This design comes from an exercise in tuning for small area on the open sky130 flow, not from production work.
Function was checked by simulation only, so behaviour that the tests miss may differ from the original.
Power is estimated from default activity; no workload was simulated.

==> inputs of fjord <==
Design dualcore, start of the top module:
module dualcore(
    input clk,
    input reset,
    input  [24-1:0]  ins_code1_proc1,
    input  [24-1:0]  ins_code2_proc2,
    output [8-1:0]   pc_proc1_code1,
    output [8-1:0]   pc_proc2_code2,
    output [16-1:0] dataOut1,
    output [16-1:0] dataOut2
);
wire[2-1:0] rw_P1_C1,rw_P2_C2;
wire                  en_C1_P1,en_C2_P2;
wire [16-1:0] addr_P1_C1,addr_P2_C2;
wire [16-1:0] data_P1_C1,data_P2_C2;
wire [16-1:0] data_C1_P1,data_C2_P2;
wire[16-1:0]data_M_C1,data_M_C2;
wire en_M_C1,en_M_C2;
wire[2-1:0]rw_C1_M,rw_C2_M;
wire[16-1:0] addr_C1_M,addr_C2_M;
wire[16-1:0] data_C1_M,data_C2_M;
wire msg_C2_C1,msg_C1_C2;
wire allowRead_C2_C1,allowRead_C1_C2;
wire [16-1:0] allowReadAddr_C1_C2,allowReadAddr_C2_C1;
wire[16-1:0] tag_C1,tag_C2;
wire bcTag_C1,bcTag_C2;
wire tagsEqual = (tag_C1 == tag_C2);
wire rm_C2_C1,rm_C1_C2,wm_C2_C1,wm_C1_C2;
processor P1(
    .clk(clk), .reset(reset),
  ...
==> flow/config.mk <==
export PLATFORM = sky130hd
export DESIGN_NAME = dualcore
export DESIGN_NICKNAME = dualcore
export VERILOG_FILES = /design/flow/design.v
export SDC_FILE = /design/flow/constraint.sdc
export NUM_CORES = 8
export LEC_CHECK = 0
export CAP_MARGIN = 0
export CORE_MARGIN = 2
export CORE_UTILIZATION = 65
export SLEW_MARGIN = 0
==> flow/constraint.sdc <==
create_clock -name core_clock -period 10.0 [get_ports {clk}]
set_input_delay 2.0000 -clock core_clock [delete_from_list [all_inputs] [get_ports {clk}]]
set_output_delay 2.0000 -clock core_clock [all_outputs]
set_load 0.01 [all_outputs]
standard.sh (not shown) runs the stock make flow with config.mk's settings and CLKGATE_MAP_FILE= SYNTH_SCRIPT=/design/flow/synth_recipe.tcl, a recipe that flattens the netlist after the stock synthesis.
==> flow/flow/run.sh <==
#!/bin/bash
# Own layout flow: the standard ORFS flow (standard.sh), with these
# changes:
#  - synthesis maps logic with an area-oriented ABC script (abc_area.script
#    here, which runs ABC's &deepsyn for five minutes) instead of ORFS's
#    delay-driven one; everything else in synthesis, including flip-flop
#    mapping, is the standard synthesis script (synth_recipe.tcl), which
#    synth.tcl here sources;
#  - the input and output port buffers are the smallest buffer cell;
#  - clock tree synthesis uses clkbuf_4 sink buffers (clkbuf_16 at the root),
#    clusters of up to 10 sinks within 30 um, and no dummy loads.
# Each tool's output is in the ORFS logs under orfs/logs; make's own output
# goes to make.log in this folder.
set -euo pipefail
WORK=$(pwd)
export OWN_ABC_SCRIPT="$WORK/flow/abc_area.script"
export FLOW_SYNTH_TCL="$WORK/synth_recipe.tcl"
sed -e "s#SYNTH_SCRIPT=[^ ]*#SYNTH_SCRIPT=$WORK/flow/synth.tcl#" standard.sh > standard_own.sh
bash standard_own.sh "BUFFER_PORTS_ARGS=-buffer_cell sky130_fd_sc_hd__buf_1" \
  "CTS_ARGS=-sink_clustering_enable -repair_clock_nets -buf_list sky130_fd_sc_hd__clkbuf_4 -root_buf sky130_fd_sc_hd__clkbuf_16 -sink_clustering_size 10 -sink_clustering_max_diameter 30 -dont_use_dummy_load" \
  finish > make.log 2>&1
==> flow/flow/abc_area.script <==
strash
ifraig
scorr
dc2
strash
&get -n
&deepsyn -T 300
&dch -f
&nf -R 1000
&put
topo
==> flow/flow/synth.tcl <==
# The standard synthesis (synth_recipe.tcl), with ABC run on our own
# script: the -script argument that ORFS passes to abc is replaced.
proc abc {args} {
  set i [lsearch -exact $args -script]
  if { $i >= 0 } {
    lset args [expr { $i + 1 }] $::env(OWN_ABC_SCRIPT)
  }
  yosys abc {*}$args
}
source $::env(FLOW_SYNTH_TCL)
==> inputs of maple, as changes to fjord <==
--- a/flow/design.v
+++ b/flow/design.v
@@ -71,24 +71,26 @@
     input[16-1:0] addrFromCache,
     output reg                    cacheEnToCPU,
     output [16-1:0]    dataToCPU,
     output [2-1:0] rwToMem,
     output [16-1:0]    addrToMem,
     output [16-1:0]    dataToMem,
     output reg havMsgToCache,
     output reg allowReadToCache,
-    output reg[16-1:0] allowReadToCacheAddr,
+    output [16-1:0] allowReadToCacheAddr,
     output [16-1:0] tag,
     output reg bcTag,
     output reg rmToCache,
     output reg wmToCache
 );
 reg [4-1:0] state;
 reg [16-1:0]  addr;
+reg [16-1:0]  allowReadAddrN;
+assign allowReadToCacheAddr = ~allowReadAddrN;
 assign tag = addr;
 reg [16-1:0]  cacheLine;
 reg stall;
 wire isInvalid = (state == 4'hb) || (state == 4'hc) || (state == 4'hd);
 wire idel      = (rwFromCPU == 2'd2);
 wire match     = (addrFromCPU == addr);
 wire rm        = (rwFromCPU == 2'd0  ) && (isInvalid  || !match);
 wire rh        = (rwFromCPU == 2'd0  ) && (!isInvalid && match);
@@ -111,71 +113,71 @@
     if(reset) begin
         cacheEnToCPU         <= 0;
         havMsgToCache        <= 0;
         allowReadToCache     <= 1;
         rmToCache            <= 0;
         wmToCache            <= 0;
         state                <= 4'hb;
         stall                <= 0;
-        allowReadToCacheAddr <= 0;
+        allowReadAddrN <= {16{1'b1}};
     end
     else begin
         cacheEnToCPU <= 0;
         case(state)
             4'h1: begin
                 if(snoopRm) begin
                     havMsgToCache        <= 0;
                     allowReadToCache     <= 0;
-                    allowReadToCacheAddr <= addr;
+                    allowReadAddrN <= ~addr;
                     rmToCache            <= 0;
                     wmToCache            <= 0;
                     stall                <= 0;
                     state                <= 4'h2;
                 end
                 else if(snoopWm) begin
                     havMsgToCache        <= 0;
                     allowReadToCache     <= 0;
-                    allowReadToCacheAddr <= addr;
+                    allowReadAddrN <= ~addr;
                     stall                <= 0;
                     state                <= 4'h3;
                 end
                 else if(rh) begin
                     cacheEnToCPU         <= 1;
                     havMsgToCache        <= 0;
                     allowReadToCache     <= 1;
-                    allowReadToCacheAddr <= 0;
+                    allowReadAddrN <= {16{1'b1}};
                     rmToCache            <= 0;
                     wmToCache            <= 0;
                     stall                <= 0;
                 end
                 else if(wh) begin
                     cacheEnToCPU         <= 1;
                     havMsgToCache        <= 0;
                     allowReadToCache     <= 0;
-                    allowReadToCacheAddr <= 0;
+                    allowReadAddrN <= {16{1'b1}};
                     rmToCache            <= 0;
                     wmToCache            <= 0;
                     stall                <= 0;
                     cacheLine            <= dataFromCPU;
                 end
                 else if(rm) begin
                     havMsgToCache        <= 1;
                     allowReadToCache     <= 0;
-                    allowReadToCacheAddr <= addr;
+                    allowReadAddrN <= ~addr;
                     bcTag                <= 0;
                     rmToCache            <= 1;
                     wmToCache            <= 0;
                     stall                <= 0;
                     state                <= 4'h5;
                 end
                 else if(wm) begin
                     havMsgToCache        <= 1;
                     allowReadToCache     <= 0;
-                    allowReadToCacheAddr <= addr;
+                    allowReadAddrN <= ~addr;
                     bcTag                <= 0;
                     rmToCache            <= 0;
                     wmToCache            <= 1;
                     stall                <= 0;
                     state                <= 4'h4;
                 end
             end
             4'h2: begin
@@ -191,17 +193,17 @@
                     state            <= 4'hb;
                     allowReadToCache <= 1;
                     stall            <= !idel;
                 end
             end
             4'h4: begin
                 if(memEn && okOther) begin
                     allowReadToCache     <= 0;
-                    allowReadToCacheAddr <= addrFromCPU;
+                    allowReadAddrN <= ~addrFromCPU;
                     state                <= 4'h6;
                 end
             end
             4'h5: begin
                 if(memEn)
                     state <= 4'h7;
             end
             4'h6: begin
@@ -250,17 +252,17 @@
                 end
                 else if(wm) begin
                     havMsgToCache <= 1;
                     wmToCache     <= 1;
                     bcTag         <= 0;
                     if(okOwn) begin
                         state                <= 4'ha;
                         allowReadToCache     <= 0;
-                        allowReadToCacheAddr <= addrFromCPU;
+                        allowReadAddrN <= ~addrFromCPU;
                     end
                 end
                 else begin
                     havMsgToCache <= 0;
                     wmToCache     <= 0;
                     rmToCache     <= 0;
                 end
             end
@@ -301,17 +303,17 @@
                 else if(wm) begin
                     havMsgToCache <= 1;
                     wmToCache     <= 1;
                     bcTag         <= 0;
                     if(okOther) begin
                         if(!stall) begin
                             state                <= 4'hd;
                             allowReadToCache     <= 0;
-                            allowReadToCacheAddr <= addrFromCPU;
+                            allowReadAddrN <= ~addrFromCPU;
                         end
                         else
                             stall <= 0;
                     end
                 end
                 else
                     havMsgToCache <= 0;
             end
==> flow/flow/run.sh (replaced) <==
#!/bin/bash
# Own layout flow: the standard ORFS flow (standard.sh), with these
# changes:
#  - synthesis maps logic with an area-oriented ABC script (abc_area.script
#    here, which runs ABC's &deepsyn for five minutes) instead of ORFS's
#    delay-driven one; everything else in synthesis, including flip-flop
#    mapping, is the standard synthesis script (synth_recipe.tcl), which
#    synth.tcl here sources, except that adders are left to ABC instead of
#    being mapped to the platform's adder cells (ADDER_MAP_FILE empty);
#  - the input and output port buffers are the smallest buffer cell;
#  - clock tree synthesis uses clkbuf_8 sink buffers (clkbuf_16 at the root),
#    clusters of up to 18 sinks within 45 um, and no dummy loads.
# Each tool's output is in the ORFS logs under orfs/logs; make's own output
# goes to make.log in this folder.
set -euo pipefail
WORK=$(pwd)
export OWN_ABC_SCRIPT="$WORK/flow/abc_area.script"
export FLOW_SYNTH_TCL="$WORK/synth_recipe.tcl"
sed -e "s#SYNTH_SCRIPT=[^ ]*#SYNTH_SCRIPT=$WORK/flow/synth.tcl#" standard.sh > standard_own.sh
bash standard_own.sh "BUFFER_PORTS_ARGS=-buffer_cell sky130_fd_sc_hd__buf_1" \
  "ADDER_MAP_FILE=" \
  "CTS_ARGS=-sink_clustering_enable -repair_clock_nets -buf_list sky130_fd_sc_hd__clkbuf_4 -root_buf sky130_fd_sc_hd__clkbuf_16 -tree_buf sky130_fd_sc_hd__clkbuf_8 -sink_clustering_size 10 -sink_clustering_max_diameter 30 -dont_use_dummy_load" \
  finish > make.log 2>&1
==> inputs of onyx, as changes to fjord <==
==> flow/flow/run.sh (replaced) <==
#!/bin/bash
# Own layout flow: the standard ORFS flow (standard.sh), with two changes:
#  - synthesis maps logic with an area-oriented ABC script (abc_area.script,
#    which runs ABC's &deepsyn for five minutes
#    here) instead of ORFS's delay-driven one; everything else in synthesis,
#    including flip-flop mapping, is the standard synthesis script
#    (synth_recipe.tcl), which synth.tcl here sources;
#  - the input and output port buffers are the smallest buffer cell.
# Each tool's output is in the ORFS logs under orfs/logs; make's own output
# goes to make.log in this folder.
set -euo pipefail
WORK=$(pwd)
export OWN_ABC_SCRIPT="$WORK/flow/abc_area.script"
export FLOW_SYNTH_TCL="$WORK/synth_recipe.tcl"
sed -e "s#SYNTH_SCRIPT=[^ ]*#SYNTH_SCRIPT=$WORK/flow/synth.tcl#" standard.sh > standard_own.sh
bash standard_own.sh "BUFFER_PORTS_ARGS=-buffer_cell sky130_fd_sc_hd__buf_1" finish > make.log 2>&1
- CTS_BUF_LIST: unset -> sky130_fd_sc_hd__clkbuf_16
- CTS_CLUSTER_DIAMETER: unset -> 60
- CTS_CLUSTER_SIZE: unset -> 25
==> comparison table <==
|  | onyx | maple | fjord |
|---|---|---|---|
| Result of the run | no timing/DRC/antenna violations | no timing/DRC/antenna violations | no timing/DRC/antenna violations |
| Relative contribution of sequential cells to total power | 53.7% | 58.4% | 57.1% |
| Power per Cell Area | 257 nW/um^2 | 239 nW/um^2 | 245 nW/um^2 |
| Non-Filler Cell Area, Final | 29800 um^2 | 29000 um^2 | 29300 um^2 |
| Depth of the critical timing path with buffers and inverters included | 27 | 19 | 26 |
| Cell Count Post-Placement | 2695 | 2736 | 2695 |
| Synth Cell Area | 27000 um^2 | 26500 um^2 | 27000 um^2 |
| Starting utilization of the core area | 65.9% | 65.5% | 65.9% |
| Length of routed wiring on met1 | 29.6 mm | 27.7 mm | 29.4 mm |
| Origin of the critical flop-to-flop path | C2.state[1]$_SDFFE_PP1P_ | C1.state[2]$_SDFFE_PP0P_ | C1.state[1]$_SDFFE_PP1P_ |
| Via count of the first global-routing pass | 18200 | 17600 | 18500 |
| Number of antenna violations at the first check in global routing | 7 | 5 | 4 |
| Global-route wire length before repair | 116 mm | 103 mm | 113 mm |
| R2R depth | 27 | 26 | 26 |
| Reg-to-reg critical path endpoint | mb.dataToCacheB[12]$_DFFE_PP_ | mb.dataToCacheA[8]$_DFFE_PP_ | mb.dataToCacheB[0]$_DFFE_PP_ |
| Worst slack, placed | 3.07 ns | 2.53 ns | 3.07 ns |
| Mapped Avg Cell Area | 13.2 um^2 | 12.8 um^2 | 13.2 um^2 |
| Overall global routing resource usage | 35.6% | 33.0% | 34.9% |
| Weighted congestion at the end of routability-driven global placement | 1.02 | 0.959 | 1.02 |
| Detailed Place HPWL | 50.4 mm | 46.8 mm | 50.4 mm |
| Buffering stage count on the worst path with inverters included | 5 | 2 | 5 |
| Count of unique library cells instantiated by Yosys | 57 | 52 | 57 |

==> what the ideal ports hide <==
How much do the figures lean on ideal ports? The routed layouts below were timed once more, with nothing changed but the port constraints.
Step 1 sets driving cells, clkbuf_16 on the clock port and buf_2 on the other inputs (assumed; they add their load-dependent delay and slew).
Step 2 also shifts input and output timing later by t, the mid clock arrival at the registers, as if the neighbouring blocks saw the same clock.
Three values: ideal, step 1, step 2; two values: the first two.
| run | shift t [ns] | slack for setup (ns) | worst slew at a driven data input, ns | pins driven straight from the clock port |
|---|---|---|---|---|
| fjord | 0.655 | 2.821 / 2.821 / 2.821 | 0.09 | 1 |
| maple | 0.619 | 2.769 / 2.800 / 2.181 | 0.08 | 1 |
| onyx | 0.676 | 2.486 / 2.486 / 2.486 | 0.10 | 1 |
After both steps setup and hold are still met in every run listed. For maple, which loses most, drivers alone change the setup slack by +0.031 ns; drivers and shift together by -0.588 ns.
